Source: an optimization exercise on an open RTL-to-GDS flow (aim: small area and a short achievable clock period). Production flows keep margins and buffers that such runs may drop. In this exercise RTL edits were held to simulation tests only and were not proved equivalent to the original. No activity file was given, so power comes from the tool's default toggle rates.

===== flow/config.mk =====
export PLATFORM = sky130hd
export DESIGN_NAME = risc_core
export DESIGN_NICKNAME = risc_core
export VERILOG_FILES = /design/flow/design.v
export SDC_FILE = /design/flow/constraint.sdc
export NUM_CORES = 4
export LEC_CHECK = 0
export CAP_MARGIN = 20
export CORE_MARGIN = 2
export CORE_UTILIZATION = 40
export SLEW_MARGIN = 20
export SYNTH_HIERARCHICAL = 1

===== flow/constraint.sdc =====
create_clock -name core_clock -period 12.0 [get_ports {clk}]
set_input_delay 2.4000 -clock core_clock [delete_from_list [all_inputs] [get_ports {clk}]]
set_output_delay 2.4000 -clock core_clock [all_outputs]
set_load 0.01 [all_outputs]

===== flow/design.v =====
module mul16lo(input [15:0] a, input [15:0] b, output [15:0] p);
wire neg0 = b[1];
wire one0_0, two0_0;
m_benc u_enc0_0(b[1], b[0], 1'b0, one0_0, two0_0);
wire pp0_0; m_bsel0 u_pp0_0(one0_0, neg0, a[0], pp0_0);
wire pp0_1; m_bsel u_pp0_1(one0_0, two0_0, neg0, a[1], a[0], pp0_1);
wire pp0_2; m_bsel u_pp0_2(one0_0, two0_0, neg0, a[2], a[1], pp0_2);
wire pp0_3; m_bsel u_pp0_3(one0_0, two0_0, neg0, a[3], a[2], pp0_3);
wire pp0_4; m_bsel u_pp0_4(one0_0, two0_0, neg0, a[4], a[3], pp0_4);
wire pp0_5; m_bsel u_pp0_5(one0_0, two0_0, neg0, a[5], a[4], pp0_5);
wire pp0_6; m_bsel u_pp0_6(one0_0, two0_0, neg0, a[6], a[5], pp0_6);
wire pp0_7; m_bsel u_pp0_7(one0_0, two0_0, neg0, a[7], a[6], pp0_7);
wire one0_1, two0_1;
m_benc u_enc0_1(b[1], b[0], 1'b0, one0_1, two0_1);
wire pp0_8; m_bsel u_pp0_8(one0_1, two0_1, neg0, a[8], a[7], pp0_8);
wire pp0_9; m_bsel u_pp0_9(one0_1, two0_1, neg0, a[9], a[8], pp0_9);
wire pp0_10; m_bsel u_pp0_10(one0_1, two0_1, neg0, a[10], a[9], pp0_10);
wire pp0_11; m_bsel u_pp0_11(one0_1, two0_1, neg0, a[11], a[10], pp0_11);
wire pp0_12; m_bsel u_pp0_12(one0_1, two0_1, neg0, a[12], a[11], pp0_12);
wire pp0_13; m_bsel u_pp0_13(one0_1, two0_1, neg0, a[13], a[12], pp0_13);
wire pp0_14; m_bsel u_pp0_14(one0_1, two0_1, neg0, a[14], a[13], pp0_14);
wire pp0_15; m_bsel u_pp0_15(one0_1, two0_1, neg0, a[15], a[14], pp0_15);
wire neg1 = b[3];
wire one1_0, two1_0;
m_benc u_enc1_0(b[3], b[2], b[1], one1_0, two1_0);
wire pp1_0; m_bsel0 u_pp1_0(one1_0, neg1, a[0], pp1_0);
wire pp1_1; m_bsel u_pp1_1(one1_0, two1_0, neg1, a[1], a[0], pp1_1);
wire pp1_2; m_bsel u_pp1_2(one1_0, two1_0, neg1, a[2], a[1], pp1_2);
wire pp1_3; m_bsel u_pp1_3(one1_0, two1_0, neg1, a[3], a[2], pp1_3);
wire pp1_4; m_bsel u_pp1_4(one1_0, two1_0, neg1, a[4], a[3], pp1_4);
wire pp1_5; m_bsel u_pp1_5(one1_0, two1_0, neg1, a[5], a[4], pp1_5);
wire pp1_6; m_bsel u_pp1_6(one1_0, two1_0, neg1, a[6], a[5], pp1_6);
wire pp1_7; m_bsel u_pp1_7(one1_0, two1_0, neg1, a[7], a[6], pp1_7);
wire one1_1, two1_1;
m_benc u_enc1_1(b[3], b[2], b[1], one1_1, two1_1);
wire pp1_8; m_bsel u_pp1_8(one1_1, two1_1, neg1, a[8], a[7], pp1_8);
wire pp1_9; m_bsel u_pp1_9(one1_1, two1_1, neg1, a[9], a[8], pp1_9);
wire pp1_10; m_bsel u_pp1_10(one1_1, two1_1, neg1, a[10], a[9], pp1_10);
wire pp1_11; m_bsel u_pp1_11(one1_1, two1_1, neg1, a[11], a[10], pp1_11);
wire pp1_12; m_bsel u_pp1_12(one1_1, two1_1, neg1, a[12], a[11], pp1_12);
wire pp1_13; m_bsel u_pp1_13(one1_1, two1_1, neg1, a[13], a[12], pp1_13);
wire neg2 = b[5];
wire one2_0, two2_0;
m_benc u_enc2_0(b[5], b[4], b[3], one2_0, two2_0);
wire pp2_0; m_bsel0 u_pp2_0(one2_0, neg2, a[0], pp2_0);
wire pp2_1; m_bsel u_pp2_1(one2_0, two2_0, neg2, a[1], a[0], pp2_1);
wire pp2_2; m_bsel u_pp2_2(one2_0, two2_0, neg2, a[2], a[1], pp2_2);
wire pp2_3; m_bsel u_pp2_3(one2_0, two2_0, neg2, a[3], a[2], pp2_3);
wire pp2_4; m_bsel u_pp2_4(one2_0, two2_0, neg2, a[4], a[3], pp2_4);
wire pp2_5; m_bsel u_pp2_5(one2_0, two2_0, neg2, a[5], a[4], pp2_5);
wire pp2_6; m_bsel u_pp2_6(one2_0, two2_0, neg2, a[6], a[5], pp2_6);
wire pp2_7; m_bsel u_pp2_7(one2_0, two2_0, neg2, a[7], a[6], pp2_7);
wire one2_1, two2_1;
m_benc u_enc2_1(b[5], b[4], b[3], one2_1, two2_1);
wire pp2_8; m_bsel u_pp2_8(one2_1, two2_1, neg2, a[8], a[7], pp2_8);
wire pp2_9; m_bsel u_pp2_9(one2_1, two2_1, neg2, a[9], a[8], pp2_9);
wire pp2_10; m_bsel u_pp2_10(one2_1, two2_1, neg2, a[10], a[9], pp2_10);
wire pp2_11; m_bsel u_pp2_11(one2_1, two2_1, neg2, a[11], a[10], pp2_11);
wire neg3 = b[7];
wire one3_0, two3_0;
m_benc u_enc3_0(b[7], b[6], b[5], one3_0, two3_0);
wire pp3_0; m_bsel0 u_pp3_0(one3_0, neg3, a[0], pp3_0);
wire pp3_1; m_bsel u_pp3_1(one3_0, two3_0, neg3, a[1], a[0], pp3_1);
wire pp3_2; m_bsel u_pp3_2(one3_0, two3_0, neg3, a[2], a[1], pp3_2);
wire pp3_3; m_bsel u_pp3_3(one3_0, two3_0, neg3, a[3], a[2], pp3_3);
wire pp3_4; m_bsel u_pp3_4(one3_0, two3_0, neg3, a[4], a[3], pp3_4);
wire pp3_5; m_bsel u_pp3_5(one3_0, two3_0, neg3, a[5], a[4], pp3_5);
wire pp3_6; m_bsel u_pp3_6(one3_0, two3_0, neg3, a[6], a[5], pp3_6);
wire pp3_7; m_bsel u_pp3_7(one3_0, two3_0, neg3, a[7], a[6], pp3_7);
wire one3_1, two3_1;
m_benc u_enc3_1(b[7], b[6], b[5], one3_1, two3_1);
wire pp3_8; m_bsel u_pp3_8(one3_1, two3_1, neg3, a[8], a[7], pp3_8);
wire pp3_9; m_bsel u_pp3_9(one3_1, two3_1, neg3, a[9], a[8], pp3_9);
wire neg4 = b[9];
wire one4_0, two4_0;
m_benc u_enc4_0(b[9], b[8], b[7], one4_0, two4_0);
wire pp4_0; m_bsel0 u_pp4_0(one4_0, neg4, a[0], pp4_0);
wire pp4_1; m_bsel u_pp4_1(one4_0, two4_0, neg4, a[1], a[0], pp4_1);
wire pp4_2; m_bsel u_pp4_2(one4_0, two4_0, neg4, a[2], a[1], pp4_2);
wire pp4_3; m_bsel u_pp4_3(one4_0, two4_0, neg4, a[3], a[2], pp4_3);
wire pp4_4; m_bsel u_pp4_4(one4_0, two4_0, neg4, a[4], a[3], pp4_4);
wire pp4_5; m_bsel u_pp4_5(one4_0, two4_0, neg4, a[5], a[4], pp4_5);
wire pp4_6; m_bsel u_pp4_6(one4_0, two4_0, neg4, a[6], a[5], pp4_6);
wire pp4_7; m_bsel u_pp4_7(one4_0, two4_0, neg4, a[7], a[6], pp4_7);
wire neg5 = b[11];
wire one5_0, two5_0;
m_benc u_enc5_0(b[11], b[10], b[9], one5_0, two5_0);
wire pp5_0; m_bsel0 u_pp5_0(one5_0, neg5, a[0], pp5_0);
wire pp5_1; m_bsel u_pp5_1(one5_0, two5_0, neg5, a[1], a[0], pp5_1);
wire pp5_2; m_bsel u_pp5_2(one5_0, two5_0, neg5, a[2], a[1], pp5_2);
wire pp5_3; m_bsel u_pp5_3(one5_0, two5_0, neg5, a[3], a[2], pp5_3);
wire pp5_4; m_bsel u_pp5_4(one5_0, two5_0, neg5, a[4], a[3], pp5_4);
wire pp5_5; m_bsel u_pp5_5(one5_0, two5_0, neg5, a[5], a[4], pp5_5);
wire neg6 = b[13];
wire one6_0, two6_0;
m_benc u_enc6_0(b[13], b[12], b[11], one6_0, two6_0);
wire pp6_0; m_bsel0 u_pp6_0(one6_0, neg6, a[0], pp6_0);
wire pp6_1; m_bsel u_pp6_1(one6_0, two6_0, neg6, a[1], a[0], pp6_1);
wire pp6_2; m_bsel u_pp6_2(one6_0, two6_0, neg6, a[2], a[1], pp6_2);
wire pp6_3; m_bsel u_pp6_3(one6_0, two6_0, neg6, a[3], a[2], pp6_3);
wire neg7 = b[15];
wire one7_0, two7_0;
m_benc u_enc7_0(b[15], b[14], b[13], one7_0, two7_0);
wire pp7_0; m_bsel0 u_pp7_0(one7_0, neg7, a[0], pp7_0);
wire pp7_1; m_bsel u_pp7_1(one7_0, two7_0, neg7, a[1], a[0], pp7_1);
wire s1; m_xo2 u_s1(pp0_10, pp1_8, s1);
wire c2; m_an2 u_c2(pp0_10, pp1_8, c2);
wire s3; m_xo2 u_s3(pp0_11, pp1_9, s3);
wire c4; m_an2 u_c4(pp0_11, pp1_9, c4);
wire t5, s6; m_xo2 u_t5(pp0_12, pp1_10, t5); m_xo2 u_s6(t5, pp2_8, s6);
wire c7; m_mj3 u_c7(pp0_12, pp1_10, pp2_8, c7);
wire s8; m_xo2 u_s8(pp3_6, pp4_4, s8);
wire c9; m_an2 u_c9(pp3_6, pp4_4, c9);
wire t10, s11; m_xo2 u_t10(pp0_13, pp1_11, t10); m_xo2 u_s11(t10, pp2_9, s11);
wire c12; m_mj3 u_c12(pp0_13, pp1_11, pp2_9, c12);
wire s13; m_xo2 u_s13(pp3_7, pp4_5, s13);
wire c14; m_an2 u_c14(pp3_7, pp4_5, c14);
wire t15, s16; m_xo2 u_t15(pp0_14, pp1_12, t15); m_xo2 u_s16(t15, pp2_10, s16);
wire c17; m_mj3 u_c17(pp0_14, pp1_12, pp2_10, c17);
wire t18, s19; m_xo2 u_t18(pp3_8, pp4_6, t18); m_xo2 u_s19(t18, pp5_4, s19);
wire c20; m_mj3 u_c20(pp3_8, pp4_6, pp5_4, c20);
wire s21; m_xo2 u_s21(pp6_2, pp7_0, s21);
wire c22; m_an2 u_c22(pp6_2, pp7_0, c22);
wire t23, s24; m_xo2 u_t23(pp0_15, pp1_13, t23); m_xo2 u_s24(t23, pp2_11, s24);
wire t26, s27; m_xo2 u_t26(pp3_9, pp4_7, t26); m_xo2 u_s27(t26, pp5_5, s27);
wire s29; m_xo2 u_s29(pp6_3, pp7_1, s29);
wire s31; m_xo2 u_s31(pp0_6, pp1_4, s31);
wire c32; m_an2 u_c32(pp0_6, pp1_4, c32);
wire s33; m_xo2 u_s33(pp0_7, pp1_5, s33);
wire c34; m_an2 u_c34(pp0_7, pp1_5, c34);
wire t35, s36; m_xo2 u_t35(pp0_8, pp1_6, t35); m_xo2 u_s36(t35, pp2_4, s36);
wire c37; m_mj3 u_c37(pp0_8, pp1_6, pp2_4, c37);
wire s38; m_xo2 u_s38(pp3_2, pp4_0, s38);
wire c39; m_an2 u_c39(pp3_2, pp4_0, c39);
wire t40, s41; m_xo2 u_t40(pp0_9, pp1_7, t40); m_xo2 u_s41(t40, pp2_5, s41);
wire c42; m_mj3 u_c42(pp0_9, pp1_7, pp2_5, c42);
wire s43; m_xo2 u_s43(pp3_3, pp4_1, s43);
wire c44; m_an2 u_c44(pp3_3, pp4_1, c44);
wire t45, s46; m_xo2 u_t45(pp2_6, pp3_4, t45); m_xo2 u_s46(t45, pp4_2, s46);
wire c47; m_mj3 u_c47(pp2_6, pp3_4, pp4_2, c47);
wire t48, s49; m_xo2 u_t48(pp5_0, neg5, t48); m_xo2 u_s49(t48, s1, s49);
wire c50; m_mj3 u_c50(pp5_0, neg5, s1, c50);
wire t51, s52; m_xo2 u_t51(pp2_7, pp3_5, t51); m_xo2 u_s52(t51, pp4_3, s52);
wire c53; m_mj3 u_c53(pp2_7, pp3_5, pp4_3, c53);
wire t54, s55; m_xo2 u_t54(pp5_1, s3, t54); m_xo2 u_s55(t54, c2, s55);
wire c56; m_mj3 u_c56(pp5_1, s3, c2, c56);
wire t57, s58; m_xo2 u_t57(pp5_2, pp6_0, t57); m_xo2 u_s58(t57, neg6, s58);
wire c59; m_mj3 u_c59(pp5_2, pp6_0, neg6, c59);
wire t60, s61; m_xo2 u_t60(s6, s8, t60); m_xo2 u_s61(t60, c4, s61);
wire c62; m_mj3 u_c62(s6, s8, c4, c62);
wire t63, s64; m_xo2 u_t63(pp5_3, pp6_1, t63); m_xo2 u_s64(t63, s11, s64);
wire c65; m_mj3 u_c65(pp5_3, pp6_1, s11, c65);
wire t66, s67; m_xo2 u_t66(s13, c7, t66); m_xo2 u_s67(t66, c9, s67);
wire c68; m_mj3 u_c68(s13, c7, c9, c68);
wire t69, s70; m_xo2 u_t69(neg7, s16, t69); m_xo2 u_s70(t69, s19, s70);
wire c71; m_mj3 u_c71(neg7, s16, s19, c71);
wire t72, s73; m_xo2 u_t72(s21, c12, t72); m_xo2 u_s73(t72, c14, s73);
wire c74; m_mj3 u_c74(s21, c12, c14, c74);
wire t75, s76; m_xo2 u_t75(s24, s27, t75); m_xo2 u_s76(t75, s29, s76);
wire t78, s79; m_xo2 u_t78(c17, c20, t78); m_xo2 u_s79(t78, c22, s79);
wire s81; m_xo2 u_s81(pp0_4, pp1_2, s81);
wire c82; m_an2 u_c82(pp0_4, pp1_2, c82);
wire s83; m_xo2 u_s83(pp0_5, pp1_3, s83);
wire c84; m_an2 u_c84(pp0_5, pp1_3, c84);
wire t85, s86; m_xo2 u_t85(pp2_2, pp3_0, t85); m_xo2 u_s86(t85, neg3, s86);
wire c87; m_mj3 u_c87(pp2_2, pp3_0, neg3, c87);
wire t88, s89; m_xo2 u_t88(pp2_3, pp3_1, t88); m_xo2 u_s89(t88, s33, s89);
wire c90; m_mj3 u_c90(pp2_3, pp3_1, s33, c90);
wire t91, s92; m_xo2 u_t91(neg4, s36, t91); m_xo2 u_s92(t91, s38, s92);
wire c93; m_mj3 u_c93(neg4, s36, s38, c93);
wire t94, s95; m_xo2 u_t94(s41, s43, t94); m_xo2 u_s95(t94, c37, s95);
wire c96; m_mj3 u_c96(s41, s43, c37, c96);
wire t97, s98; m_xo2 u_t97(s46, s49, t97); m_xo2 u_s98(t97, c42, s98);
wire c99; m_mj3 u_c99(s46, s49, c42, c99);
wire t100, s101; m_xo2 u_t100(s52, s55, t100); m_xo2 u_s101(t100, c47, s101);
wire c102; m_mj3 u_c102(s52, s55, c47, c102);
wire t103, s104; m_xo2 u_t103(s58, s61, t103); m_xo2 u_s104(t103, c53, s104);
wire c105; m_mj3 u_c105(s58, s61, c53, c105);
wire t106, s107; m_xo2 u_t106(s64, s67, t106); m_xo2 u_s107(t106, c59, s107);
wire c108; m_mj3 u_c108(s64, s67, c59, c108);
wire t109, s110; m_xo2 u_t109(s70, s73, t109); m_xo2 u_s110(t109, c65, s110);
wire c111; m_mj3 u_c111(s70, s73, c65, c111);
wire t112, s113; m_xo2 u_t112(s76, s79, t112); m_xo2 u_s113(t112, c71, s113);
wire s115; m_xo2 u_s115(pp0_2, pp1_0, s115);
wire c116; m_an2 u_c116(pp0_2, pp1_0, c116);
wire s117; m_xo2 u_s117(pp0_3, pp1_1, s117);
wire c118; m_an2 u_c118(pp0_3, pp1_1, c118);
wire t119, s120; m_xo2 u_t119(pp2_0, neg2, t119); m_xo2 u_s120(t119, s81, s120);
wire c121; m_mj3 u_c121(pp2_0, neg2, s81, c121);
wire t122, s123; m_xo2 u_t122(pp2_1, s83, t122); m_xo2 u_s123(t122, c82, s123);
wire c124; m_mj3 u_c124(pp2_1, s83, c82, c124);
wire t125, s126; m_xo2 u_t125(s31, s86, t125); m_xo2 u_s126(t125, c84, s126);
wire c127; m_mj3 u_c127(s31, s86, c84, c127);
wire t128, s129; m_xo2 u_t128(c32, s89, t128); m_xo2 u_s129(t128, c87, s129);
wire c130; m_mj3 u_c130(c32, s89, c87, c130);
wire t131, s132; m_xo2 u_t131(c34, s92, t131); m_xo2 u_s132(t131, c90, s132);
wire c133; m_mj3 u_c133(c34, s92, c90, c133);
wire t134, s135; m_xo2 u_t134(c39, s95, t134); m_xo2 u_s135(t134, c93, s135);
wire c136; m_mj3 u_c136(c39, s95, c93, c136);
wire t137, s138; m_xo2 u_t137(c44, s98, t137); m_xo2 u_s138(t137, c96, s138);
wire c139; m_mj3 u_c139(c44, s98, c96, c139);
wire t140, s141; m_xo2 u_t140(c50, s101, t140); m_xo2 u_s141(t140, c99, s141);
wire c142; m_mj3 u_c142(c50, s101, c99, c142);
wire t143, s144; m_xo2 u_t143(c56, s104, t143); m_xo2 u_s144(t143, c102, s144);
wire c145; m_mj3 u_c145(c56, s104, c102, c145);
wire t146, s147; m_xo2 u_t146(c62, s107, t146); m_xo2 u_s147(t146, c105, s147);
wire c148; m_mj3 u_c148(c62, s107, c105, c148);
wire t149, s150; m_xo2 u_t149(c68, s110, t149); m_xo2 u_s150(t149, c108, s150);
wire c151; m_mj3 u_c151(c68, s110, c108, c151);
wire t152, s153; m_xo2 u_t152(c74, s113, t152); m_xo2 u_s153(t152, c111, s153);
wire [15:0] r0 = {s153, s150, s147, s144, s141, s138, s135, s132, s129, s126, s123, s120, s117, neg1, pp0_1, pp0_0};
wire [15:0] r1 = {c151, c148, c145, c142, c139, c136, c133, c130, c127, c124, c121, c118, c116, s115, 1'b0, neg0};
m_add16 u_cpa(r0, r1, p);
endmodule
module m_add16(input [15:0] a, input [15:0] b, output [15:0] s);
assign s = a + b;
endmodule
module m_benc(input b2, input b1, input b0, output one, output two);
assign one = b1 ^ b0;
assign two = (b2 & ~b1 & ~b0) | (~b2 & b1 & b0);
endmodule
module m_bsel(input one, input two, input neg, input aj, input ajm, output p);
assign p = ((one & aj) | (two & ajm)) ^ neg;
endmodule
module m_bsel0(input one, input neg, input aj, output p);
assign p = (one & aj) ^ neg;
endmodule
module m_xo2(input a, input b, output y);
assign y = a ^ b;
endmodule
module m_mj3(input a, input b, input c, output y);
assign y = (a & b) | (a & c) | (b & c);
endmodule
module m_an2(input a, input b, output y);
assign y = a & b;
endmodule
module opsel(
    input  [15:0]  prod,
    input  [15:0]  yo,
    input  [15:0]  my,
    input  [15:0]  rd,
    input  [15:0]  hold,
    input  [223:0] rf,
    input          s_prod,
    input          s_yo,
    input          s_my,
    input          s_rd,
    input  [13:0]  s_rf,
    input          s_ff,
    input          go,
    input          hd,
    output [15:0]  q
    );
genvar j;
generate for (j = 0; j < 16; j = j + 1) begin : g_bit
    wire [4:0] o;
    m_sel4 u_a(yo[j], s_yo, my[j], s_my, rd[j], s_rd, rf[j], s_rf[0], o[0]);
    m_sel4 u_b(rf[16+j], s_rf[1], rf[32+j], s_rf[2], rf[48+j], s_rf[3], rf[64+j], s_rf[4], o[1]);
    m_sel4 u_c(rf[80+j], s_rf[5], rf[96+j], s_rf[6], rf[112+j], s_rf[7], rf[128+j], s_rf[8], o[2]);
    m_sel4 u_d(rf[144+j], s_rf[9], rf[160+j], s_rf[10], rf[176+j], s_rf[11], rf[192+j], s_rf[12], o[3]);
    m_sel2f u_e(rf[208+j], s_rf[13], 1'b0, 1'b0, s_ff, o[4]);
    wire e, w;
    m_or5 u_o(o, e);
    m_ao22 u_w(e, go, hold[j], hd, w);
    m_ao21 u_q(prod[j], s_prod, w, q[j]);
end endgenerate
endmodule
module ldsel #(parameter W = 16) (
    input  [W-1:0] d,
    input  [W-1:0] hold,
    input          go,
    input          hd,
    output [W-1:0] q
    );
genvar j;
generate for (j = 0; j < W; j = j + 1) begin : g_bit
    m_ao22 u_q(d[j], go, hold[j], hd, q[j]);
end endgenerate
endmodule
module ysel(
    input  [15:0] prod,
    input  [15:0] yo,
    input  [15:0] hold,
    input         s_prod,
    input         s_yo,
    input         s_hold,
    output [15:0] q
    );
genvar j;
generate for (j = 0; j < 16; j = j + 1) begin : g_bit
    wire e;
    m_ao22 u_e(yo[j], s_yo, hold[j], s_hold, e);
    m_ao21 u_q(prod[j], s_prod, e, q[j]);
end endgenerate
endmodule
module m_sel4(input a, input sa, input b, input sb, input c, input sc, input d, input sd, output y);
assign y = (a & sa) | (b & sb) | (c & sc) | (d & sd);
endmodule
module m_sel2f(input a, input sa, input b, input sb, input sf, output y);
assign y = (a & sa) | (b & sb) | sf;
endmodule
module m_or5(input [4:0] a, output y);
assign y = |a;
endmodule
module m_ao21(input a, input sa, input b, output y);
assign y = (a & sa) | b;
endmodule
module m_ao22(input a, input sa, input b, input sb, output y);
assign y = (a & sa) | (b & sb);
endmodule
module gohd(input mr, input rst, input keep, input en, output go, output hd);
assign go = ~rst & keep & en & mr;
assign hd = ~rst & keep & ~(en & mr);
endmodule
module rfen(input mr, input rst, input sel, output we);
assign we = rst | (sel & mr);
endmodule
`timescale 1ns / 1ps
module risc_core(
    input clk,
    input rst,
    output [15:0] imem_addr,
    input  [15:0] imem_data,
    output [15:0] dmem_addr,
    output [15:0] dmem_wdata,
    output dmem_we,
    output dmem_re,
    output io_we,
    input  [15:0] dmem_rdata,
    input  mem_ready
    );
reg [15:0] pc;
reg [15:0] ir;
reg [7:0]  d_imm;
reg [3:0]  d_wr, d_rr1, d_rr2;
reg        cd_alusrc, cd_memwe, cd_load, cd_rfwe, cd_forget;
reg [3:0]  cd_aluop;
reg [7:0]  e_imm;
reg [15:0] e_op1, e_op2;
reg [3:0]  e_wr;
reg        ce_alusrc, ce_memwe, ce_load, ce_rfwe;
reg [3:0]  ce_aluop;
reg [15:0] m_op2, m_y;
reg [3:0]  m_wr;
reg        cm_memwe, cm_load, cm_rfwe;
reg [1:0]  bank;
reg [1:0]  bp;
reg        hz;
reg [15:0] rf [1:14];
wire mr = mem_ready;
wire [3:0] op = ir[15:12];
wire op_i    = op[3] & ~(op[2] & op[1] & op[0]) & ~(op[2] & op[1] & ~op[0]) & ~(~op[2] & op[1] & op[0]);  
wire op_j    = op[3] & op[2] & op[1];                   
wire op_beq  = (op == 4'd13);
wire b_taken = bp[0] ^ bp[1];
wire pc_src  = op_j | (op_beq & b_taken);               
wire       n_alusrc = (op == 4'd8) | (op == 4'd9) | (op == 4'd10) | (op == 4'd12);
wire [3:0] n_aluop  = (~op[3] | op == 4'd11) ? op :
                      (op == 4'd12) ? 4'b1100 :
                      (op == 4'd13) ? 4'b1111 : 4'b0000;
wire       n_memwe  = (op == 4'd9);
wire       n_load   = (op == 4'd10);
wire       n_rfwe   = ~op[3] | (op == 4'd8) | (op == 4'd10) | (op == 4'd11) | (op == 4'd12);
wire       n_forget = (op == 4'd3) | (op == 4'd8) | (op == 4'd10);
wire bank_en = (cd_aluop == 4'b0011) & op[3] & ~(op[2] & op[1]);
wire [1:0] bank_q = bank + {1'b0, bank_en};
wire l = ce_load & ((d_rr1 == e_wr) | ((d_rr2 == e_wr) & ~cd_forget));
wire stall_ld = hz | ~l;            
wire sd = (m_op2 != 16'h0a18);      
wire [15:0] e_simm = {{8{e_imm[7]}}, e_imm};
wire [15:0] alu_b  = ce_alusrc ? e_simm : e_op2;
wire        alu_sub = (ce_aluop == 4'b0001) | (ce_aluop == 4'b0100);
wire [15:0] addend  = alu_sub ? ~e_op2 : alu_b;
wire [15:0] sum     = e_op1 + addend + {15'b0, alu_sub};
wire [15:0] diff    = sum;
wire [15:0] prod;
mul16lo mul(.a(e_op1), .b(e_op2), .p(prod));
wire slt = (e_op1[15] ^ e_op2[15]) ? e_op1[15] : diff[15];
wire is_mul = (ce_aluop == 4'b0010);
reg  [15:0] yo;                     
always @(*)
case (ce_aluop)
    4'b0000: yo = sum;
    4'b0001: yo = diff;
    4'b0011: yo = {e_op1[15], e_op1[15:1]};
    4'b0100: yo = {15'b0, slt};
    4'b0101: yo = e_op1 ^ e_op2;
    4'b0110: yo = e_op1 | e_op2;
    4'b0111: yo = e_op1 & e_op2;
    4'b1100: yo = {e_imm, 8'b0};
    4'b1111: yo = e_op1 ^ e_op2;
    default: yo = 16'b0;
endcase
wire alu_z = (ce_aluop == 4'b1111) & (e_op1 == e_op2);
wire nz    = |ce_aluop;
wire flush_nt = b_taken & ~alu_z & nz;
wire flush_t  = (~b_taken & alu_z) | flush_nt;
reg [1:0] bp_n;
always @(*)
case (bp)
    2'b00: bp_n = alu_z ? 2'b11 : 2'b00;
    2'b11: bp_n = alu_z ? 2'b01 : (nz ? 2'b00 : 2'b11);
    2'b01: bp_n = alu_z ? 2'b10 : (nz ? 2'b11 : 2'b01);
    default: bp_n = alu_z ? 2'b10 : (nz ? 2'b01 : 2'b10);
endcase
wire [15:0] off = op_j ? {{4{ir[11]}}, ir[11:0]} : {{8{ir[7]}}, ir[7:0]};
wire [15:0] k_dec = pc_src ? off : 16'd1;
wire [15:0] k_exe = b_taken ? ~e_simm : e_simm - 16'd2;
wire [15:0] pc_in = pc + (flush_t ? k_exe : k_dec);
wire fe1 = (d_rr1 == e_wr) & ce_rfwe;
wire fm1 = ~fe1 & (d_rr1 == m_wr) & cm_rfwe;
wire fr1 = ~fe1 & ~fm1;
wire fe2 = (d_rr2 == e_wr) & ~cd_forget & ce_rfwe;
wire fm2 = ~fe2 & (d_rr2 == m_wr) & ~cd_forget & cm_rfwe;
wire fr2 = ~fe2 & ~fm2;
wire [15:0] oh1 = 16'b1 << d_rr1;
wire [15:0] oh2 = 16'b1 << d_rr2;
wire [223:0] rf_flat;
genvar gf;
generate for (gf = 1; gf < 15; gf = gf + 1) begin : g_flat
    assign rf_flat[16*(gf-1) +: 16] = rf[gf];
end endgenerate
wire e_go, e_hd, e_gp1, e_gp2;
gohd g_e (.mr(mr), .rst(rst), .keep(~flush_t), .en(1'b1), .go(e_go), .hd(e_hd));
gohd g_p1(.mr(mr), .rst(rst), .keep(~flush_t & fe1 & is_mul), .en(1'b1), .go(e_gp1), .hd());
gohd g_p2(.mr(mr), .rst(rst), .keep(~flush_t & fe2 & is_mul), .en(1'b1), .go(e_gp2), .hd());
wire [15:0] fwd1, fwd2;
opsel sel1(.prod(prod), .yo(yo), .my(m_y), .rd(dmem_rdata), .hold(e_op1), .rf(rf_flat),
           .s_prod(e_gp1), .s_yo(fe1 & ~is_mul),
           .s_my(fm1 & ~cm_load), .s_rd(fm1 & cm_load),
           .s_rf({14{fr1}} & oh1[14:1]), .s_ff(fr1 & oh1[15]), .go(e_go), .hd(e_hd), .q(fwd1));
opsel sel2(.prod(prod), .yo(yo), .my(m_y), .rd(dmem_rdata), .hold(e_op2), .rf(rf_flat),
           .s_prod(e_gp2), .s_yo(fe2 & ~is_mul),
           .s_my(fm2 & ~cm_load), .s_rd(fm2 & cm_load),
           .s_rf({14{fr2}} & oh2[14:1]), .s_ff(fr2 & oh2[15]), .go(e_go), .hd(e_hd), .q(fwd2));
wire [11:0] e_d;
ldsel #(12) ex(.d({d_imm, d_wr}), .hold({e_imm, e_wr}), .go(e_go), .hd(e_hd), .q(e_d));
wire m_go, m_hd, m_gp, m_gy;
gohd g_m (.mr(mr), .rst(rst), .keep(1'b1), .en(sd), .go(m_go), .hd(m_hd));
gohd g_mp(.mr(mr), .rst(rst), .keep(is_mul), .en(sd), .go(m_gp), .hd());
gohd g_my(.mr(mr), .rst(rst), .keep(~is_mul), .en(sd), .go(m_gy), .hd());
wire [15:0] y_d;
ysel ys(.prod(prod), .yo(yo), .hold(m_y), .s_prod(m_gp), .s_yo(m_gy), .s_hold(m_hd), .q(y_d));
wire [19:0] m_d;
ldsel #(20) ms(.d({e_op2, e_wr}), .hold({m_op2, m_wr}), .go(m_go), .hd(m_hd), .q(m_d));
wire pc_go, pc_hd;
gohd g_pc(.mr(mr), .rst(rst), .keep(1'b1), .en(stall_ld & sd), .go(pc_go), .hd(pc_hd));
wire [15:0] pc_d;
ldsel #(16) pcs(.d(pc_in), .hold(pc), .go(pc_go), .hd(pc_hd), .q(pc_d));
wire ir_go, ir_hd, d_go, d_hd;
gohd g_ir(.mr(mr), .rst(rst), .keep(~flush_t & ~pc_src), .en(stall_ld), .go(ir_go), .hd(ir_hd));
gohd g_d (.mr(mr), .rst(rst), .keep(~flush_t), .en(stall_ld), .go(d_go), .hd(d_hd));
wire [15:0] ir_d;
ldsel #(16) irs(.d(imem_data), .hold(ir), .go(ir_go), .hd(ir_hd), .q(ir_d));
wire [19:0] d_d;
ldsel #(20) ds(.d({ir[7:0],
                   op_i ? {2'b0, ir[9:8]} : ir[3:0],
                   op_i ? {bank_q, ir[11:10]} : ir[11:8],
                   op_i ? {bank_q, ir[9:8]} : ir[7:4]}),
               .hold({d_imm, d_wr, d_rr1, d_rr2}), .go(d_go), .hd(d_hd), .q(d_d));
always @(posedge clk) begin
    pc <= pc_d;
    ir <= ir_d;
    {d_imm, d_wr, d_rr1, d_rr2} <= d_d;
    {e_imm, e_wr} <= e_d;
    e_op1 <= fwd1;
    e_op2 <= fwd2;
    m_y <= y_d;
    {m_op2, m_wr} <= m_d;
    if (rst | flush_t) begin
        cd_alusrc <= 1'b0; cd_aluop <= 4'b0; cd_memwe <= 1'b0;
        cd_load <= 1'b0; cd_rfwe <= 1'b0; cd_forget <= 1'b0;
    end else if (stall_ld) begin
        cd_alusrc <= n_alusrc; cd_aluop <= n_aluop; cd_memwe <= n_memwe;
        cd_load <= n_load; cd_rfwe <= n_rfwe; cd_forget <= n_forget;
    end
    if (rst | flush_t | ~stall_ld) begin
        ce_alusrc <= 1'b0; ce_aluop <= 4'b0; ce_memwe <= 1'b0;
        ce_load <= 1'b0; ce_rfwe <= 1'b0;
    end else begin
        ce_alusrc <= cd_alusrc; ce_aluop <= cd_aluop; ce_memwe <= cd_memwe;
        ce_load <= cd_load; ce_rfwe <= cd_rfwe;
    end
    if (rst) begin
        cm_memwe <= 1'b0; cm_load <= 1'b0; cm_rfwe <= 1'b0;
    end else begin
        cm_memwe <= ce_memwe; cm_load <= ce_load; cm_rfwe <= ce_rfwe;
    end
    if (rst) bank <= 2'b0;
    else bank <= bank_q;
    if (rst) bp <= 2'b0;
    else bp <= bp_n;
    if (rst) hz <= 1'b0;
    else hz <= ~hz & l;
end
wire wd_l, wd_y;
gohd g_wl(.mr(1'b1), .rst(rst), .keep(cm_load), .en(1'b1), .go(wd_l), .hd());
gohd g_wy(.mr(1'b1), .rst(rst), .keep(~cm_load), .en(1'b1), .go(wd_y), .hd());
wire [15:0] rf_wd;
ldsel #(16) wds(.d(dmem_rdata), .hold(m_y), .go(wd_l), .hd(wd_y), .q(rf_wd));
genvar gi;
generate for (gi = 1; gi < 15; gi = gi + 1) begin : g_rf
    wire we;
    rfen u_we(.mr(mr), .rst(rst), .sel(cm_rfwe & (m_wr == gi)), .we(we));
    always @(posedge clk)
        if (we) rf[gi] <= rf_wd;
end endgenerate
assign imem_addr  = pc;
assign dmem_addr  = m_y;
assign dmem_wdata = m_op2;
assign dmem_we    = cm_memwe & ~(&m_y[15:13]);
assign io_we      = cm_memwe & (&m_y[15:13]);
assign dmem_re    = cm_load;
endmodule

===== flow/flow/run.sh =====
#!/bin/bash
# The standard layout (the standard.sh: ORFS synthesis, floorplan, place,
# CTS, route, finish) with one change: timing repair aims for a setup slack
# margin beyond the design's 12 ns period, so that the layout is repaired
# towards a shorter achieved period. Constraints and the clock are unchanged.
set -euo pipefail
MARGIN=${MARGIN:-7.5}
bash standard.sh SETUP_SLACK_MARGIN=$MARGIN finish > flow_standard.log 2>&1 || { tail -50 flow_standard.log; exit 1; }
tail -5 flow_standard.log

===== flow/standard.sh =====
#!/bin/bash
# synth_recipe.tcl (not shown) runs the flow's synth.tcl, then flattens the netlist and writes it again
# the make line also repeats each setting of config.mk as NAME=value (left out here)
make -C /OpenROAD-flow-scripts/flow DESIGN_CONFIG=/design/flow/config.mk WORK_HOME=/design/flow/orfs CLKGATE_MAP_FILE= SYNTH_SCRIPT=/design/flow/synth_recipe.tcl "${@:-finish}"

==> results.txt, run 1 <==
status=no timing/DRC/antenna violations; Post-CTS Hold Fix Bufs=0; Psw=1.12 mW; first-pass GRT wire length=121000 um; clock group share of total power=0.371; fill count=~5200; Final nets=2734; Final Hold Viols=0; Setup crit end kind=flip-flop; clock tree root driver cell=clkbuf_16; Pint=about 2.5 mW; Worst slew margin=0.206; RSZ-0062 raised after global routing=true; cell count after synthesis=2326; Critical Path AT=a little over 5000 ps; buffers added on ports=85; Hold Path Class=reg2reg; vias in the first global route=between 15000 and 20000; sequential share of power=0.405; post-route ant nets=0; Routed wire per std cell=23.6 um; setup violators final=0; CP max FO=8; Pleak=12.0 nW; setup total negative slack=0 ps; I/O pin count=86; Bufs on Longest Clock Path=3; Max Cap Violations=0; Comb power frac=0.224; Die Height=247 um; Die W=roughly 250 um; Layout Utilization=0.493; VDD IR max=0.121 mV; max-slew violation count=0; CP Data Required Time=between 10000 and 15000 ps; Fmax=215 MHz; RD Place Congestion=0.913; initial core utilization=0.403; DRC violations left=0; gr ovfl total=0; cell row count=89; Worst-path clk slew=60 ps; Sw Ratio=0.305; Power Density=about 130 nW/um2; area of the mapped netlist=23600 um2; Slew @ Worst Pin=1190 ps; drt pass-1 iters=5; via count=20600; Clock Sinks=roughly 380; TritonCTS Buffers=44; final wirelength=just over 80000 um; CTS tree=yes; ANT cells=0; warnings from Yosys=8; Final period util=0.387; area occupied by multi-input gates=14400 um2; largest net degree at the start of global routing=39; worst skew pair latency=590 ps; min Tclk post-route=4640 ps; Worst setup SP type=flip-flop; area grow syn2layout=22.3%; die area=61100 um2; initial antenna violation count=1; layout cells sized above 1=0.179; skew final=46.0 ps; gr usage total=0.257; Initial DRC Count=1723; Via density=6.02; Core Region=58700 um2; CTS H-Tree Depth=2; critical path class=reg2reg; DPL Wire Length=between 50000 and 60000 um; Avg Cell Area, Syn=10.2 um2; Sequential Area=between 9000 and 10000 um2
[path summary, 6_finish.rpt]
check	from	end	slack [ps]	cells past startpoint
max	e_op2[0]$_DFF_P_	e_op2[14]$_DFF_P_	7360	20
min reg2reg	ce_memwe$_SDFF_PP0_	cm_memwe$_SDFF_PP0_	440	1
min	ce_memwe$_SDFF_PP0_	cm_memwe$_SDFF_PP0_	440	1
max reg2reg	e_op2[0]$_DFF_P_	e_op2[14]$_DFF_P_	7360	20
[area by class of cell]
cell class,count,area share
Timing Repair Buffer,204,0.0650
Clock inverter,31,0.0116
Sequential cell,381,0.344
Timing Repair inverter,1,0.000260
Multi-Input combinational cell,1905,0.497
Tap cell,773,0.0335
Inverter,76,0.0103
Clock buffer,49,0.0387
[metrics by stage]
stage / instance area, um2 / power, mW / hold slack [ps] / std cells / worst slack [ps]
after floorplan: 23900 / 1.92 / 414 / 2404 / 7470
after global placement: 25900 / 2.11 / 440 / 3257 / 6670
after detailed placement: 25900 / 2.12 / 441 / 3257 / 6540
after CTS: 28300 / 3.58 / 452 / 3388 / 7490
after global routing: 28900 / 3.80 / 457 / 3420 / 7130
final: 28900 / 3.67 / 444 / 3420 / 7360
[placed cells by master, fill, tap and decap left out, drive strengths merged, types with 6 or more instances in the layout]
| cell | instances |
|---|---|
| clkdlybuf4s50 | 85 |
| xor2 | 135 |
| o21a | 8 |
| nand2b | 37 |
| and3 | 9 |
| clkinv | 21 |
| buf | 119 |
| and2 | 22 |
| dfxtp | 157 |
| a211oi | 14 |
| a221o | 37 |
| o22ai | 16 |
| inv | 78 |
| a21oi | 66 |
| a22oi | 324 |
| clkbuf | 49 |
| ha | 82 |
| a221oi | 10 |
| edfxtp | 224 |
| mux2i | 6 |
| nor4 | 10 |
| maj3 | 36 |
| nand2 | 281 |
| or3 | 16 |
| nand4 | 11 |
| nor3 | 67 |
| conb | 82 |
| xnor2 | 102 |
| a22o | 149 |
| o31ai | 8 |
| nor2 | 140 |
| nand3 | 26 |
| a21o | 76 |
| o211ai | 18 |
| a31oi | 10 |
| o21ai | 50 |
| nor2b | 11 |
[power by group through the flow]
stage	Sequential, mW	Clock [mW]	Combinational (mW)
floorplan	1.50	0	0.416
global placement	1.52	0	0.590
detailed placement	1.52	0	0.601
CTS	1.49	1.38	0.708
global route	1.49	1.43	0.874
finish	1.49	1.36	0.820
[layer usage]
layer	global-route usage	vias to the layer above	wire, um
li1	-	9446	-
met1	0.347	10200	34600
met2	0.424	815	37600
met3	0.0358	164	5760
met4	0.0854	0	2600
met5	0	-	0
[sequential cells by signal (all words and copies together), names as in the netlist, 8 cells and up]
name and cells:
e_op2 16, pc 16, e_imm 8, d_imm 8, rf 224, ir 16
e_op1 16, m_y 16, m_op2 16
[critical path: stages (launching register included)]
cell and delay [ps]:
dfxtp_4 370, buf_12 140, nand2b_4 140, o22ai_4 240
buf_4 170, buf_4 110, a22oi_2 90, xnor2_2 250
xor2_1 190, xor2_1 240, xor2_1 230, xor2_1 270
xor2_1 210, xor2_1 270, ha_4 270, o21ai_2 150
o21ai_0 110, o311a_1 190, or4b_4 580, o311ai_4 170
a21o_1 180
[repair_timing]
| action | CTS | global route |
|---|---|---|
| pin swaps | 38 | 59 |
| gates resized for setup | 92 | 70 |
| buffers inserted | 50 | 32 |
| hold endpoints to repair | 0 | 0 |
| setup endpoints to repair | 52 | 37 |
| gates cloned | 1 | 0 |
==> run 2, diff against run 1 <==
--- a/flow/design.v
+++ b/flow/design.v
@@ -10,16 +10,14 @@
 wire pp0_5; m_bsel u_pp0_5(one0_0, two0_0, neg0, a[5], a[4], pp0_5);
 wire pp0_6; m_bsel u_pp0_6(one0_0, two0_0, neg0, a[6], a[5], pp0_6);
 wire pp0_7; m_bsel u_pp0_7(one0_0, two0_0, neg0, a[7], a[6], pp0_7);
-wire one0_1, two0_1;
-m_benc u_enc0_1(b[1], b[0], 1'b0, one0_1, two0_1);
-wire pp0_8; m_bsel u_pp0_8(one0_1, two0_1, neg0, a[8], a[7], pp0_8);
-wire pp0_9; m_bsel u_pp0_9(one0_1, two0_1, neg0, a[9], a[8], pp0_9);
-wire pp0_10; m_bsel u_pp0_10(one0_1, two0_1, neg0, a[10], a[9], pp0_10);
-wire pp0_11; m_bsel u_pp0_11(one0_1, two0_1, neg0, a[11], a[10], pp0_11);
-wire pp0_12; m_bsel u_pp0_12(one0_1, two0_1, neg0, a[12], a[11], pp0_12);
-wire pp0_13; m_bsel u_pp0_13(one0_1, two0_1, neg0, a[13], a[12], pp0_13);
-wire pp0_14; m_bsel u_pp0_14(one0_1, two0_1, neg0, a[14], a[13], pp0_14);
-wire pp0_15; m_bsel u_pp0_15(one0_1, two0_1, neg0, a[15], a[14], pp0_15);
+wire pp0_8; m_bsel u_pp0_8(one0_0, two0_0, neg0, a[8], a[7], pp0_8);
+wire pp0_9; m_bsel u_pp0_9(one0_0, two0_0, neg0, a[9], a[8], pp0_9);
+wire pp0_10; m_bsel u_pp0_10(one0_0, two0_0, neg0, a[10], a[9], pp0_10);
+wire pp0_11; m_bsel u_pp0_11(one0_0, two0_0, neg0, a[11], a[10], pp0_11);
+wire pp0_12; m_bsel u_pp0_12(one0_0, two0_0, neg0, a[12], a[11], pp0_12);
+wire pp0_13; m_bsel u_pp0_13(one0_0, two0_0, neg0, a[13], a[12], pp0_13);
+wire pp0_14; m_bsel u_pp0_14(one0_0, two0_0, neg0, a[14], a[13], pp0_14);
+wire pp0_15; m_bsel u_pp0_15(one0_0, two0_0, neg0, a[15], a[14], pp0_15);
 wire neg1 = b[3];
 wire one1_0, two1_0;
 m_benc u_enc1_0(b[3], b[2], b[1], one1_0, two1_0);
@@ -31,14 +29,12 @@
 wire pp1_5; m_bsel u_pp1_5(one1_0, two1_0, neg1, a[5], a[4], pp1_5);
 wire pp1_6; m_bsel u_pp1_6(one1_0, two1_0, neg1, a[6], a[5], pp1_6);
 wire pp1_7; m_bsel u_pp1_7(one1_0, two1_0, neg1, a[7], a[6], pp1_7);
-wire one1_1, two1_1;
-m_benc u_enc1_1(b[3], b[2], b[1], one1_1, two1_1);
-wire pp1_8; m_bsel u_pp1_8(one1_1, two1_1, neg1, a[8], a[7], pp1_8);
-wire pp1_9; m_bsel u_pp1_9(one1_1, two1_1, neg1, a[9], a[8], pp1_9);
-wire pp1_10; m_bsel u_pp1_10(one1_1, two1_1, neg1, a[10], a[9], pp1_10);
-wire pp1_11; m_bsel u_pp1_11(one1_1, two1_1, neg1, a[11], a[10], pp1_11);
-wire pp1_12; m_bsel u_pp1_12(one1_1, two1_1, neg1, a[12], a[11], pp1_12);
-wire pp1_13; m_bsel u_pp1_13(one1_1, two1_1, neg1, a[13], a[12], pp1_13);
+wire pp1_8; m_bsel u_pp1_8(one1_0, two1_0, neg1, a[8], a[7], pp1_8);
+wire pp1_9; m_bsel u_pp1_9(one1_0, two1_0, neg1, a[9], a[8], pp1_9);
+wire pp1_10; m_bsel u_pp1_10(one1_0, two1_0, neg1, a[10], a[9], pp1_10);
+wire pp1_11; m_bsel u_pp1_11(one1_0, two1_0, neg1, a[11], a[10], pp1_11);
+wire pp1_12; m_bsel u_pp1_12(one1_0, two1_0, neg1, a[12], a[11], pp1_12);
+wire pp1_13; m_bsel u_pp1_13(one1_0, two1_0, neg1, a[13], a[12], pp1_13);
 wire neg2 = b[5];
 wire one2_0, two2_0;
 m_benc u_enc2_0(b[5], b[4], b[3], one2_0, two2_0);
@@ -50,12 +46,10 @@
 wire pp2_5; m_bsel u_pp2_5(one2_0, two2_0, neg2, a[5], a[4], pp2_5);
 wire pp2_6; m_bsel u_pp2_6(one2_0, two2_0, neg2, a[6], a[5], pp2_6);
 wire pp2_7; m_bsel u_pp2_7(one2_0, two2_0, neg2, a[7], a[6], pp2_7);
-wire one2_1, two2_1;
-m_benc u_enc2_1(b[5], b[4], b[3], one2_1, two2_1);
-wire pp2_8; m_bsel u_pp2_8(one2_1, two2_1, neg2, a[8], a[7], pp2_8);
-wire pp2_9; m_bsel u_pp2_9(one2_1, two2_1, neg2, a[9], a[8], pp2_9);
-wire pp2_10; m_bsel u_pp2_10(one2_1, two2_1, neg2, a[10], a[9], pp2_10);
-wire pp2_11; m_bsel u_pp2_11(one2_1, two2_1, neg2, a[11], a[10], pp2_11);
+wire pp2_8; m_bsel u_pp2_8(one2_0, two2_0, neg2, a[8], a[7], pp2_8);
+wire pp2_9; m_bsel u_pp2_9(one2_0, two2_0, neg2, a[9], a[8], pp2_9);
+wire pp2_10; m_bsel u_pp2_10(one2_0, two2_0, neg2, a[10], a[9], pp2_10);
+wire pp2_11; m_bsel u_pp2_11(one2_0, two2_0, neg2, a[11], a[10], pp2_11);
 wire neg3 = b[7];
 wire one3_0, two3_0;
 m_benc u_enc3_0(b[7], b[6], b[5], one3_0, two3_0);
@@ -67,10 +61,8 @@
 wire pp3_5; m_bsel u_pp3_5(one3_0, two3_0, neg3, a[5], a[4], pp3_5);
 wire pp3_6; m_bsel u_pp3_6(one3_0, two3_0, neg3, a[6], a[5], pp3_6);
 wire pp3_7; m_bsel u_pp3_7(one3_0, two3_0, neg3, a[7], a[6], pp3_7);
-wire one3_1, two3_1;
-m_benc u_enc3_1(b[7], b[6], b[5], one3_1, two3_1);
-wire pp3_8; m_bsel u_pp3_8(one3_1, two3_1, neg3, a[8], a[7], pp3_8);
-wire pp3_9; m_bsel u_pp3_9(one3_1, two3_1, neg3, a[9], a[8], pp3_9);
+wire pp3_8; m_bsel u_pp3_8(one3_0, two3_0, neg3, a[8], a[7], pp3_8);
+wire pp3_9; m_bsel u_pp3_9(one3_0, two3_0, neg3, a[9], a[8], pp3_9);
 wire neg4 = b[9];
 wire one4_0, two4_0;
 m_benc u_enc4_0(b[9], b[8], b[7], one4_0, two4_0);
@@ -308,6 +300,23 @@
 module m_ao22(input a, input sa, input b, input sb, output y);
 assign y = (a & sa) | (b & sb);
 endmodule
+module ldsel3(
+    input  [15:0] a,
+    input  [15:0] b,
+    input  [15:0] hold,
+    input         ga,
+    input         gb,
+    input         hd,
+    output [15:0] q
+    );
+genvar j;
+generate for (j = 0; j < 16; j = j + 1) begin : g_bit
+    m_ao222 u_q(a[j], ga, b[j], gb, hold[j], hd, q[j]);
+end endgenerate
+endmodule
+module m_ao222(input a, input sa, input b, input sb, input c, input sc, output y);
+assign y = (a & sa) | (b & sb) | (c & sc);
+endmodule
 module gohd(input mr, input rst, input keep, input en, output go, output hd);
 assign go = ~rst & keep & en & mr;
 assign hd = ~rst & keep & ~(en & mr);
@@ -404,9 +413,11 @@
     default: bp_n = alu_z ? 2'b10 : (nz ? 2'b01 : 2'b10);
 endcase
 wire [15:0] off = op_j ? {{4{ir[11]}}, ir[11:0]} : {{8{ir[7]}}, ir[7:0]};
+wire [8:0]  imm_m2 = {e_imm[7], e_imm} - 9'd2;
 wire [15:0] k_dec = pc_src ? off : 16'd1;
-wire [15:0] k_exe = b_taken ? ~e_simm : e_simm - 16'd2;
-wire [15:0] pc_in = pc + (flush_t ? k_exe : k_dec);
+wire [15:0] k_exe = b_taken ? ~e_simm : {{7{imm_m2[8]}}, imm_m2};
+wire [15:0] pc_a = pc + k_dec;
+wire [15:0] pc_b = pc + k_exe;
 wire fe1 = (d_rr1 == e_wr) & ce_rfwe;
 wire fm1 = ~fe1 & (d_rr1 == m_wr) & cm_rfwe;
 wire fr1 = ~fe1 & ~fm1;
@@ -443,10 +454,12 @@
 ysel ys(.prod(prod), .yo(yo), .hold(m_y), .s_prod(m_gp), .s_yo(m_gy), .s_hold(m_hd), .q(y_d));
 wire [19:0] m_d;
 ldsel #(20) ms(.d({e_op2, e_wr}), .hold({m_op2, m_wr}), .go(m_go), .hd(m_hd), .q(m_d));
-wire pc_go, pc_hd;
-gohd g_pc(.mr(mr), .rst(rst), .keep(1'b1), .en(stall_ld & sd), .go(pc_go), .hd(pc_hd));
+wire pc_ga, pc_gb, pc_hd;
+gohd g_pa(.mr(mr), .rst(rst), .keep(~flush_t), .en(stall_ld & sd), .go(pc_ga), .hd());
+gohd g_pb(.mr(mr), .rst(rst), .keep(flush_t), .en(stall_ld & sd), .go(pc_gb), .hd());
+gohd g_ph(.mr(mr), .rst(rst), .keep(1'b1), .en(stall_ld & sd), .go(), .hd(pc_hd));
 wire [15:0] pc_d;
-ldsel #(16) pcs(.d(pc_in), .hold(pc), .go(pc_go), .hd(pc_hd), .q(pc_d));
+ldsel3 pcs(.a(pc_a), .b(pc_b), .hold(pc), .ga(pc_ga), .gb(pc_gb), .hd(pc_hd), .q(pc_d));
 wire ir_go, ir_hd, d_go, d_hd;
 gohd g_ir(.mr(mr), .rst(rst), .keep(~flush_t & ~pc_src), .en(stall_ld), .go(ir_go), .hd(ir_hd));
 gohd g_d (.mr(mr), .rst(rst), .keep(~flush_t), .en(stall_ld), .go(d_go), .hd(d_hd));
==> flow/flow/run.sh (replaced) <==
#!/bin/bash
# The standard layout (the standard.sh: ORFS synthesis, floorplan, place,
# CTS, route, finish) with two changes to how the layout is made:
#  - timing repair aims for a setup slack margin beyond the design's 12 ns
#    period, so that the layout is repaired towards a shorter achieved period;
#  - the port buffers are buf_2 cells instead of ORFS's default pick.
# Constraints and the clock are unchanged.
set -euo pipefail
MARGIN=${MARGIN:-8}
bash standard.sh SETUP_SLACK_MARGIN=$MARGIN \
    "BUFFER_PORTS_ARGS=-buffer_cell sky130_fd_sc_hd__buf_2" finish \
    > flow_standard.log 2>&1 || { tail -50 flow_standard.log; exit 1; }
tail -5 flow_standard.log
==> run 2 against run 1 <==
Worst hold slack worse by 5.4 ps; flip-flop and latch count unchanged; largest cell class unchanged; maximum frequency rose by 2.9%; still clean; wire length grew 1.7%; combinational power is 4.5% higher; register-to-register slack better by 130 ps; worst setup slack improved by 130 ps; cell count rose by 2.7%.
==> results.txt, run 2 <==
max reg flops=224 (unchanged); largest net degree at the start of global routing=38 (-2.6%); Fmax=222 MHz (+2.9%); Critical Path Start=e_op2[2]$_DFF_P_; Final period util=0.376 (-0.0109); sequential share of power=0.402 (-0.003); setup total negative slack=0 ps (unchanged); Bufs on Longest Clock Path=3 (unchanged); status=no timing/DRC/antenna violations; max-slew violation count=0 (unchanged); Die Height=250 um (+1.2%); skew final=27.6 ps (-18.4 ps); RSZ-0062 raised after global routing=true; Hold Path Class=reg2reg; worst skew pair latency=590 ps (about the same); VDD IR max=0.124 mV (+2.8%); CTS tree=yes; gr ovfl total=0 (unchanged); gr usage total=0.251 (-0.00602); Slew @ Worst Pin=1060 ps (-129 ps); critical path class=reg2reg; RD Place Congestion=0.915 (+0.18%); DRC violations left=0 (unchanged); DPL Wire Length=56800 um (+4.1%); Die W=250 um (+1.2%); ANT cells=0 (unchanged); Final Hold Viols=0 (unchanged); Worst slew margin=0.285 (+0.0792); initial antenna violation count=1 (unchanged); Initial DRC Count=1953 (+13%); Setup crit end kind=flip-flop; TritonCTS Buffers=43 (-2.3%); Max Cap Violations=0 (unchanged); die area=62500 um2 (+2.3%); CP Data Required Time=12470 ps (-30 ps); warnings from Yosys=8 (unchanged); Largest Register=rf; cell count after synthesis=2368 (+1.8%); drt pass-1 iters=8 (+3); Avg Cell Area, Syn=10.2 um2 (+0.54%); Worst-path clk slew=70 ps (about the same); area of the mapped netlist=24200 um2 (+2.4%); Routed wire per std cell=23.3 um (-1.1%); Via density=6.03 (about the same); CP max FO=5 (-3); Pint=2.58 mW (+1.0%); Critical Path AT=4990 ps (-150 ps); Psw=1.14 mW (+1.9%); Worst setup SP type=flip-flop; cell row count=90 (+1.1%); via count=21200 (+2.8%); post-route ant nets=0 (unchanged); RR Startpoint=e_op2[2]$_DFF_P_; layout cells sized above 1=0.221 (+0.0420); final wirelength=81900 um (+1.7%); Pleak=12.7 nW (+5.4%); I/O pin count=86 (unchanged); clock tree root driver cell=clkbuf_16; most common cell after layout, fill and taps aside=a22oi_1; first-pass GRT wire length=122000 um (+0.87%); total power=3.72 mW (+1.3%); WHS=439 ps (-5.40 ps); setup violators final=0 (unchanged); Worst Hold Launch=ce_memwe$_SDFF_PP0_; Comb power frac=0.231 (+0.007); Core Region=60000 um2 (+2.3%); Post-CTS Hold Fix Bufs=0 (unchanged); vias in the first global route=20100 (+1.3%); commonest non-fill, non-tap cells in the layout=258 x a22oi_1, 247 x nand2_1, 224 x edfxtp_1; buffers added on ports=85 (unchanged); Sw Ratio=0.307 (+0.00182); Clock Sinks=381 (unchanged); min Tclk post-route=4510 ps (-131 ps); Power Density=126 nW/um2 (-0.51%); Layout Utilization=0.490 (-0.00239); initial core utilization=0.403 (about the same); Final nets=2835 (+3.7%); CTS H-Tree Depth=2 (unchanged); area grow syn2layout=21.6%; clock group share of total power=0.367 (-0.004)
## run 2: worst paths after layout
check	end	slack, ps	cells past startpoint
max	e_op2[15]$_DFF_P_	7490	20
max reg2reg	e_op2[15]$_DFF_P_	7490	20
min	cm_memwe$_SDFF_PP0_	440	1
min reg2reg	cm_memwe$_SDFF_PP0_	440	1
## run 2: per-layer routing
metal / GRT usage / vias to the layer above / routed length [um]
met3: 0.0362 / 144 / 5780
li1: - / 9743 / -
met2: 0.408 / 860 / 38200
met5: 0 / - / 8
met4: 0.0878 / 2 / 2540
met1: 0.343 / 10400 / 35400
## run 2: final cells by class
| type | count | area, um2 |
|---|---|---|
| Timing Repair Buffer | 245 | 1720 |
| Fill cell | 5407 | 30600 |
| Clock buffer | 54 | 1140 |
| Clock inverter | 25 | 324 |
| Sequential cell | 381 | 9940 |
| Tap cell | 782 | 978 |
| Multi-Input combinational cell | 1936 | 15000 |
| Inverter | 91 | 349 |
## run 2: metrics by stage
stage | setup slack, ps | cells | area, um2
floorplan | 7690 | 2443 | 24600
global placement | 6810 | 3325 | 26300
detailed placement | 6830 | 3325 | 26300
CTS | 7650 | 3489 | 28900
global route | 7270 | 3514 | 29400
finish | 7490 | 3514 | 29400
## run 2: worst max-delay path, stage by stage (launching register included)
cell	delay (ps)
dfxtp_4	380
nand2b_4	150
o22ai_4	210
buf_6	130
a22oi_2	60
xnor2_2	210
xor2_1	200
xor2_1	250
xor2_1	210
xor2_1	250
xor2_1	230
xor2_1	250
xor2_1	200
xor2_1	320
ha_4	280
and2_4	140
o21ai_2	100
o311ai_1	120
a221oi_2	330
xnor2_2	170
a21o_1	200
## run 2: power groups by stage
stage | sequential, mW | clock (mW) | combinational, mW
after global routing | 1.50 | 1.44 | 0.906
after global placement | 1.52 | 0 | 0.639
after floorplan | 1.51 | 0 | 0.462
after detailed placement | 1.53 | 0 | 0.649
final | 1.49 | 1.37 | 0.857
after CTS | 1.49 | 1.39 | 0.791
## run 2: what timing repair did
action | in CTS | in global routing
hold endpoints to repair | 0 | 0
buffers inserted | 83 | 25
pin swaps | 57 | 67
gates resized for setup | 106 | 63
gates cloned | 2 | 0
endpoints found under the setup margin | 90 | 64

## what the ideal ports hide
The results above use ideal ports. As a check the final layouts listed here were re-extracted and re-timed, cells and wires unchanged.
Step 1 sets driving cells, clkbuf_16 on the clock port and buf_2 on the other inputs (assumed; they add their load-dependent delay and slew).
Step 2 also shifts input and output timing later by t, the mid clock arrival at the registers, as if the neighbouring blocks saw the same clock.
a / b / c = ideal ports / drivers / drivers and shift; a / b = the first two.
run	t, ns	setup WS [ns]	worst hold slack (ns)	latest minus earliest clock arrival (ns)	worst slew at a driven data input, ns
run 1	0.632	7.356 / 7.356 / 7.039	0.444 / 0.444 / 0.444	0.046 / 0.046	0.05
run 2	0.641	7.487 / 7.487 / 7.487	0.439 / 0.439 / 0.439	0.029 / 0.029	0.04
After both steps setup and hold are still met in every run listed. For run 1, which loses most, drivers alone change the setup slack by 0.000 ns; drivers and shift together by -0.317 ns.
